What follows belongs to an exercise in optimizing a design on an open flow for small area and a short achievable clock period; a production flow would make more cautious choices.
Only simulation tests tie the RTL to the original design; equivalence was not proved.

==> design/flow/config.mk <==
export PLATFORM = sky130hd
export DESIGN_NAME = configurable_cache
export DESIGN_NICKNAME = configurable_cache
export VERILOG_FILES = /design/flow/design.v
export SDC_FILE = /design/flow/constraint.sdc
export NUM_CORES = 8
export LEC_CHECK = 0
export CAP_MARGIN = 20
export CORE_MARGIN = 2
export CORE_UTILIZATION = 70
export CTS_CLUSTER_DIAMETER = 60
export CTS_CLUSTER_SIZE = 25
export PLACE_DENSITY = 0.8
export SETUP_SLACK_MARGIN = 5
export SLEW_MARGIN = 20
==> design/flow/constraint.sdc <==
create_clock -name core_clock -period 12.0 [get_ports {clk}]
set_input_delay 2.4000 -clock core_clock [delete_from_list [all_inputs] [get_ports {clk}]]
set_output_delay 2.4000 -clock core_clock [all_outputs]
set_load 0.01 [all_outputs]
==> design/flow/design.v <==
module configurable_cache #(
    parameter CACHE_SIZE = 8192,     
    parameter LINE_SIZE = 32,        
    parameter ASSOCIATIVITY = 4,     
    parameter NUM_LINES = CACHE_SIZE/LINE_SIZE,
    parameter NUM_SETS = NUM_LINES/ASSOCIATIVITY,
    parameter OFFSET_BITS = $clog2(LINE_SIZE),
    parameter SET_BITS = $clog2(NUM_SETS),
    parameter TAG_BITS = 32 - SET_BITS - OFFSET_BITS
)(
    input wire clk,
    input wire rst,
    input wire [31:0] addr,
    output reg hit,
    output reg miss,
    output reg [31:0] total_hits,
    output reg [31:0] total_misses,
    output wire [31:0] num_sets,
    output wire [31:0] tag_bits
);
    localparam TB = TAG_BITS;
    assign num_sets = NUM_SETS;
    assign tag_bits = TAG_BITS;
    wire [TB-1:0]       a_tag = addr[31:32-TB];
    wire [SET_BITS-1:0] a_set = addr[32-TB-1:OFFSET_BITS];
    reg                p_v;      
    reg [SET_BITS-1:0] p_set;
    reg [TB-1:0]       p_tag;
    reg [3:1]          p_sh;     
    wire [3:0] rows [0:NUM_SETS-1];
    wire [NUM_SETS-1:0] c1, c2, c3, c4;
    genvar s;
    generate
        for (s = 0; s < NUM_SETS; s = s + 1) begin : S
            reg [TB-1:0] t0, t1, t2, t3;
            reg [3:0]    v;
            wire we = p_v && (p_set == s);
            always @(posedge clk) begin
                if (we) begin
                    t0 <= p_tag;
                    if (p_sh[1]) t1 <= t0;
                    if (p_sh[2]) t2 <= t1;
                    if (p_sh[3]) t3 <= t2;
                end
            end
            always @(posedge clk or posedge rst) begin
                if (rst)
                    v <= 4'b0;
                else if (we) begin
                    v[0] <= 1'b1;
                    if (p_sh[1]) v[1] <= v[0];
                    if (p_sh[2]) v[2] <= v[1];
                    if (p_sh[3]) v[3] <= v[2];
                end
            end
            assign rows[s] = {v[3] && (t3 == a_tag), v[2] && (t2 == a_tag),
                              v[1] && (t1 == a_tag), v[0] && (t0 == a_tag)};
            wire [3:0] m = rows[s];
            assign c1[s] = m[0] && !we;
            assign c2[s] = m[0] || (m[1] && !(we && p_sh[2]));
            assign c3[s] = m[0] || m[1] || (m[2] && !(we && p_sh[3]));
            assign c4[s] = m[0] || m[1] || m[2] || (m[3] && !(we && p_sh[3]));
        end
    endgenerate
    wire same = p_v && (p_set == a_set);
    wire pend_hit = same && (p_tag == a_tag);
    wire found = pend_hit || c4[a_set];
    always @(posedge clk) begin
        p_set <= a_set;
        p_tag <= a_tag;
        p_sh[1] <= !(pend_hit || c1[a_set]);
        p_sh[2] <= !(pend_hit || c2[a_set]);
        p_sh[3] <= !(pend_hit || c3[a_set]);
    end
    wire [31:0] hits_inc = total_hits + 32'd1;
    wire [31:0] misses_inc = total_misses + 32'd1;
    always @(posedge clk or posedge rst) begin
        if (rst) begin
            p_v <= 1'b0;
            hit <= 1'b0;
            miss <= 1'b0;
            total_hits <= 32'd0;
            total_misses <= 32'd0;
        end else begin
            p_v <= 1'b1;
            hit <= found;
            miss <= !found;
            total_hits <= found ? hits_inc : total_hits;
            total_misses <= found ? total_misses : misses_inc;
        end
    end
endmodule
==> design/flow/flow/run.sh <==
#!/bin/bash
# Layout flow: the standard ORFS flow (standard.sh, with config.mk's settings), except
# that repair_timing aims for 7.6 ns of setup slack rather than config.mk's 5 ns on every path below it,
# and may resize across cell footprints, so that the clock period
# the layout achieves keeps shrinking past the 7 ns point; and antennas left after detailed
# routing get up to 20 rounds of repair instead of 5. The constraints
# (constraint.sdc) are the standard flow's, unchanged. Each ORFS step writes its full log under
# orfs/logs/; make's own output goes to standard_flow.log here.
set -euo pipefail
cd "$(dirname "$0")/.."
bash standard.sh SETUP_SLACK_MARGIN=7.6 TNS_END_PERCENT=100 MATCH_CELL_FOOTPRINT=0 MAX_REPAIR_ANTENNAS_ITER_DRT=20 finish > standard_flow.log 2>&1
==> design/flow/standard.sh <==
#!/bin/bash
# synth_recipe.tcl (not shown) runs the flow's synth.tcl, then flattens the netlist and writes it again
# the make line also repeats each setting of config.mk as NAME=value (left out here)
make -C /OpenROAD-flow-scripts/flow DESIGN_CONFIG=/design/flow/config.mk WORK_HOME=/design/flow/orfs CLKGATE_MAP_FILE= SYNTH_SCRIPT=/design/flow/synth_recipe.tcl "${@:-finish}"
==> summary.txt <==
critical path, stage by stage:
cell and delay [ns]:
buf_16 0.27, buf_16 0.20, buf_4 0.24, xnor2_1 0.16, nand4_1 0.13, nor4_1 0.47
a21oi_1 0.23, nand4_1 0.16, o211ai_1 0.17, a22oi_2 0.58, o31ai_4 0.15, o41ai_4 0.40
buf_6 0.18, clkbuf_16 0.20, clkbuf_16 0.18, nand4_1 0.12, xnor2_1 0.15
cell families (layout without fill, tap and decap cells):
family | Yosys count | count (layout)
AO/OA/AOI/OAI | 361 | 361
buffers and inverters | 828 | 1638
XOR/XNOR | 5459 | 5459
multiplexers | 169 | 169
adder cells (fa/ha/maj) | 2 | 2
other | 2 | 196
AND/OR/NAND/NOR | 2744 | 2745
flip-flops | 5729 | 5729
report_power, final:
group	switching, mW	internal, mW	total (mW)
clock	7.46	6.15	13.6
combinational	2.16	1.18	3.34
sequential	0.200	21.7	21.9
total	9.83	29.1	38.9
per-layer routing:
layer	wire length [um]	GRT usage [%]	vias up	part of all wire [%]
li1	-	-	57100	-
met5	302	0	-	0.039
met2	336000	63.1	13900	43
met4	62400	29.5	18	8.1
met1	243000	57.2	71300	31
met3	131000	12.3	2810	17
path summary, 6_finish.rpt:
| kind | startpoint | to | slack [ns] | cells after the start |
|---|---|---|---|---|
| worst max register to register | p_set[1]$_DFF_P_ | p_sh[2]$_DFF_P_ | 6.49 | 11 |
| worst max-delay path | addr[27] | total_hits[8]$_DFFE_PP0P_ | 6.37 | 17 |
| worst min-delay path | S[22].t0[5]$_DFFE_PN_ | S[22].t1[5]$_DFFE_PP_ | 0.45 | 0 |
| min in group asynchronous | rst | S[30].v[2]$_DFFE_PP0N_ | 1.84 | 2 |
| max in group asynchronous | rst | S[15].v[0]$_DFFE_PP0N_ | 7.38 | 4 |
| worst min register to register | S[22].t0[5]$_DFFE_PN_ | S[22].t1[5]$_DFFE_PP_ | 0.45 | 0 |
timing repair:
| item | in CTS | in global routing |
|---|---|---|
| setup buffers | 177 | 123 |
| pin swaps | 74 | 63 |
| endpoints found under the setup margin | 133 | 70 |
| gates resized for setup | 451 | 142 |
| gates cloned | 148 | 20 |
| endpoints found under the hold margin | 0 | 0 |
layout by cell type (no fill, tap or decap), types with 57 or more instances in the layout:
cell type  Yosys  final
and2_1       109    102
and3_1        70     69
buf_12         0     87
buf_16         0     95
buf_4        191    446
buf_6          5     57
clkbuf_16      0    505
clkinv_8       0     70
conb_1         2     65
dfrtp_1      323    318
diode_2        0    131
edfxtp_1    5376   5376
mux2_2       154    152
nand2_1      225    216
nand3_1      142    125
nand4_1     1080   1080
nor2_1       265    130
nor2_2         0    106
nor3_1       107     80
nor4_1       583    495
nor4_2         0     80
o21ai_0       87     71
or2_2         75     75
xnor2_1     3786   3770
xor2_1      1673   1672
registers in the layout, indices dropped and copies added (netlist names):
signal	flops
miss	1
p_sh	3
S.t0	1344
S.v	256
hit	1
total_hits	32
S.t1	1344
total_misses	32
p_tag	21
p_v	1
S.t3	1344
S.t2	1344
p_set	6
metrics by stage:
stage / hold slack [ns] / setup slack, ns / instances
after floorplan: 0.426 / 5.29 / 15400
after global placement: 0.439 / 3.57 / 19600
after detailed placement: 0.448 / 3.37 / 19600
after CTS: 0.457 / 6.64 / 20600
after global routing: 0.459 / 6.44 / 20800
final: 0.453 / 6.37 / 20900
cell type report:
class / instances / area share, %
diodes: 131 / 0.120
well taps: 4578 / 2.10
clock inverters: 249 / 1.16
clock buffers: 411 / 3.38
multi-input cells: 8801 / 25.9
flip-flops and latches: 5729 / 62.5
inverters: 56 / 0.0849
repair buffers: 922 / 4.79
==> reports/qor.yml <==
synth_top_family_by_area: "XOR/XNOR gates"
synth_compound_area_share_pct: 1.01
core_um2: 346000
synthSimpleGateAreaFrac_pct: 6.50
grt_max_degree: 119
ys_warn_count: 1
path_class: "in2reg"
syn_avg_cell_area_um2: 15.9
status: "complete, but fails checks"
leakage_nw: 86.5
synth.top_cell.area_share_pct: 66.5
crit_required_ns: 12.89
hold_violations: 0
firstDrtPassIters: 9
die_w_um: 593
netlist_top_cells_count: "edfxtp_1, xnor2_1, xor2_1, nand4_1, nor4_1"
grt_overflow: 0
synthesis.area_um2: 243000
dr_total_vias: 145000
synth.ff_latch_count: 5729
io_pins: 164
drtIter0Drc: 29100
synth_cell_types: 76
skew_ns: 0.0806
multiInputGateArea_um2: 70600
critPathCaptureType: "flip-flop"
wire_per_inst_um: 37.1
synth_xor_area_share_pct: 19.7
critPathLaunchType: "input pin"
track_usage_pct: 43.3
insertion_delay_ns: 1.06
grt_pass1_wl_mm: 1050
final-setup-viol-count: 0
postSynthCellCount: 15300
worstPathMaxFanout: 11
first_global_vias: 138000
rsz0062_at_grt: "yes"
muxShareOfSynthArea_pct: 0.848
slew_viol_final: 52
nets: 15900
maxCapViolations: 0
clockBufferDepth: 4
irDropWorstVdd_mv: 0.190
final_area_um2: 273000
drc_errors: 0
synth_fa_ha_area_share_pct: 0.0103
clock-sinks: 5729
fin_crit_sh_pct: 46.9
cts_tree: "built"
synth_seq_area_share_pct: 70.1
finalCriticalPeriod_ns: 5.63
p_per_area_nw_per_um2: 143
wirelength_mm: 774
clk_pin_slew_worst_paths_ns: 0.10
regArea_um2: 170000
holdBufCountCts: 0
slew_headroom_pct: -9.88
syn_to_final_growth_pct: 12.3
die_area_um2: 352000
synth_most_common_cell: "edfxtp_1"
cts_max_level: 5
tightest_slew_ns: 1.65
synth.area.top_cells: "edfxtp_1, xnor2_1, xor2_1"
fmax_ghz: 0.178
dpl.hpwl_mm: 392
netlist.top_cell.by_area: "edfxtp_1"
gp_congestion: 0.925
dpl-instance-area_um2: 250000
synth-edff-count: 5376
drive_above_1_share_pct: 13.1
fill_cells: 17800
root_buffer: "clkbuf_16"
synth-async-reset-ratio_pct: 5.64
crit_arrival_ns: 6.52
cts_inserted_buffers: 353
setup-tns-final_ns: 0
die-height_um: 593
antenna_found_initial: 68
hp-class: "reg2reg"
port_buffers: 94
ant_nets: 0
fin_util_pct: 78.8
synth-main-ff-cell: "edfxtp_1"
p_total_mw: 38.9
rows: 216
viasPerCell: 6.95
initial_utilization_pct: 70.2
violations: "slew limit"

-- re-timing with driven ports --
The results above use ideal ports. As a check the final layout listed here was re-extracted and re-timed, cells and wires unchanged.
Step 1 sets driving cells, clkbuf_16 on the clock port and buf_2 on the other inputs (assumed; they add their load-dependent delay and slew).
Step 2 adds t to the input delays and takes it off the output delays; t is the mean of the earliest and latest rising clock arrival at the registers after step 1. Input paths then give back, and output paths get back, about the clock's delay inside the block.
a / b / c = no drivers / after step 1 / after step 2; a / b = the first two.
t, ns: 1.136
setup WS [ns]: 6.375 / 5.976 / 4.840
worst setup path after step 2: input to register
worst slew at a driven data input, ns: 0.72
pins driven straight from the clock port: 1
The setup slack of this run moves by -0.399 ns with the drivers and by -1.535 ns with both steps.
